Context: an optimization exercise on an open-source flow, tuned for small area and a short achievable clock period. The choices shown serve that exercise and are no tape-out recipe.
Function was checked by simulation only, so behaviour that the tests miss may differ from the original.

==> exp/zinc: inputs <==
## FLOAT_MUL
module FLOAT_MUL (
    input [63:0] num1,
    input [63:0] num2,
    input clk,
    input rstn,
    output [63:0] result,
    input valid,
    output ready
);
  reg [10:0] q_e;
  reg q_s;
  reg [52:0] q_a;
  reg [54:0] q_a3;
  reg [17:0] q_sel1;
  reg [17:0] q_sel2;
  reg [17:0] q_sel3;
  reg [17:0] q_sel4;
  reg [16:0] q_neg;
  reg k1_0;
  reg k1_1;
  reg k1_2;
  reg k1_3;
  reg k1_4;
  reg k1_5;
  reg k1_6;
  reg k1_7;
  reg k1_8;
  reg k1_9;
  reg k1_10;
  reg k1_11;
  reg k1_12;
  reg k1_13;
  reg k1_14;
  reg k1_15;
  reg k1_16;
  reg k1_17;
  reg k1_18;
  reg k1_19;
  reg k1_20;
  reg k1_21;
  reg k1_22;
  reg k1_23;
  reg k1_24;
  reg k1_25;
  reg k1_26;
  reg k1_27;
  reg k1_28;
  reg k1_29;
  reg k1_30;
  reg k1_31;
  reg k1_32;
  reg k1_33;
  reg k1_34;
  reg k1_35;
  reg k1_36;
  reg k1_37;
  reg k1_38;
  reg k1_39;
  reg k1_40;
  reg k1_41;
  reg k1_42;
  reg k1_43;
  reg k1_44;
  reg k1_45;
  reg k1_46;
  reg k1_47;
  reg k1_48;
  reg k1_49;
  reg k1_50;
  reg k1_51;
  reg k1_52;
  reg k1_53;
  reg k1_54;
  reg k1_55;
  reg k1_56;
  reg k1_57;
  reg k1_58;
  reg k1_59;
  reg k1_60;
  reg k1_61;
  reg k1_62;
  reg k1_63;
  reg k1_64;
  reg k1_65;
  reg k1_66;
  reg k1_67;
  reg k1_68;
  reg k1_69;
  reg k1_70;
  reg k1_71;
  reg k1_72;
  reg k1_73;
  reg k1_74;
  reg k1_75;
  reg k1_76;
  reg k1_77;
  reg k1_78;
  reg k1_79;
  reg k1_80;
  reg k1_81;
  reg k1_82;
  reg k1_83;
  reg k1_84;
  reg k1_85;
  reg k1_86;
  ...
export LEC_CHECK = 0
export ABC_AREA = 1
export CAP_MARGIN = 20
export CORE_MARGIN = 2
export CORE_UTILIZATION = 45
export CTS_CLUSTER_DIAMETER = 100
export CTS_CLUSTER_SIZE = 20
export PLACE_DENSITY = 0.5
export SETUP_SLACK_MARGIN = 5
export SLEW_MARGIN = 20
export SYNTH_HIERARCHICAL = 1
export SYNTH_MINIMUM_KEEP_SIZE = 0
create_clock -name core_clock -period 8.0 [get_ports {clk}]
run.sh (not shown) runs the stock make flow with config.mk's settings and CLKGATE_MAP_FILE= SYNTH_SCRIPT=/design/flow/synth_recipe.tcl, a recipe that flattens the netlist after the stock synthesis.
==> exp/indigo: changes against exp/zinc <==
==> flow/flow/run.sh (new file) <==
#!/bin/bash
# Own layout flow: the standard ORFS flow (standard.sh, unchanged synthesis), except that
# the buffer every input and output port gets is a plain buffer (sky130 buf_2) instead of the
# delay cell buffer_ports picks by default. Each step's full output goes to a log of its own.
set -euo pipefail
cd "$(dirname "$0")/.."
bash standard.sh synth > log_synth.txt 2>&1
bash standard.sh "BUFFER_PORTS_ARGS=-buffer_cell sky130_fd_sc_hd__buf_2" finish > log_layout.txt 2>&1
test -s out/final.def
==> flow/standard.sh (new file) <==
#!/bin/bash
# synth_recipe.tcl (not shown) runs the flow's synth.tcl, then flattens the netlist and writes it again
# the make line also repeats each setting of config.mk as NAME=value (left out here)
make -C /OpenROAD-flow-scripts/flow DESIGN_CONFIG=/design/flow/config.mk WORK_HOME=/design/flow/orfs CLKGATE_MAP_FILE= SYNTH_SCRIPT=/design/flow/synth_recipe.tcl "${@:-finish}"
removed: flow/run.sh
==> impl_metrics.ini <==
[power_and_ir_drop]
power_switching_mw = 21.3
ir_drop_mv = 0.684

[sta]
slew_headroom_pct = 21.4

[worst_hold_path]
min_to = q_e1[7]

[finish]
fin_util_pct = 48.7
fillers = 16400
seq_share_pct = 25.4
finalNonFillerCells = 10400

[status]
status = complete, no violations
[end of results for exp/indigo]
==> impl_metrics.ini <==
[power_and_ir_drop]
ir_drop_mv = 0.719

[clocking]
post_cts_buffers = 8

[finish]
finalNonFillerCells = 10400
fillers = 16200
fin_util_pct = 49.4
seq_share_pct = 25.1

[worst_hold_path]
min_to = q_e2[3]

[grt]
grt_util_all_layers_pct = 41.8

[sta]
slew_headroom_pct = 15.3

[status]
status = complete, no violations
[end of results for exp/zinc]

-- separate check: timing with driven ports --
Ports are ideal in the flow. The routed layouts listed here were re-timed in OpenROAD.
Step 1, drivers: a clkbuf_16 drives clk and a buf_2 each remaining input, both assumed.
Step 2 also shifts input and output timing later by t, the mid clock arrival at the registers, as if the neighbouring blocks saw the same clock.
Three values: ideal, step 1, step 2; two values: the first two.
run	t, ns	slack for setup (ns)	latest minus earliest clock arrival (ns)
exp/zinc	0.873	4.824 / 4.824 / 4.305	0.051 / 0.051
exp/indigo	0.853	4.877 / 4.877 / 4.285	0.045 / 0.045
After both steps every run listed still meets setup and hold. For exp/indigo, which loses most, drivers alone change the setup slack by 0.000 ns; drivers and shift together by -0.592 ns.
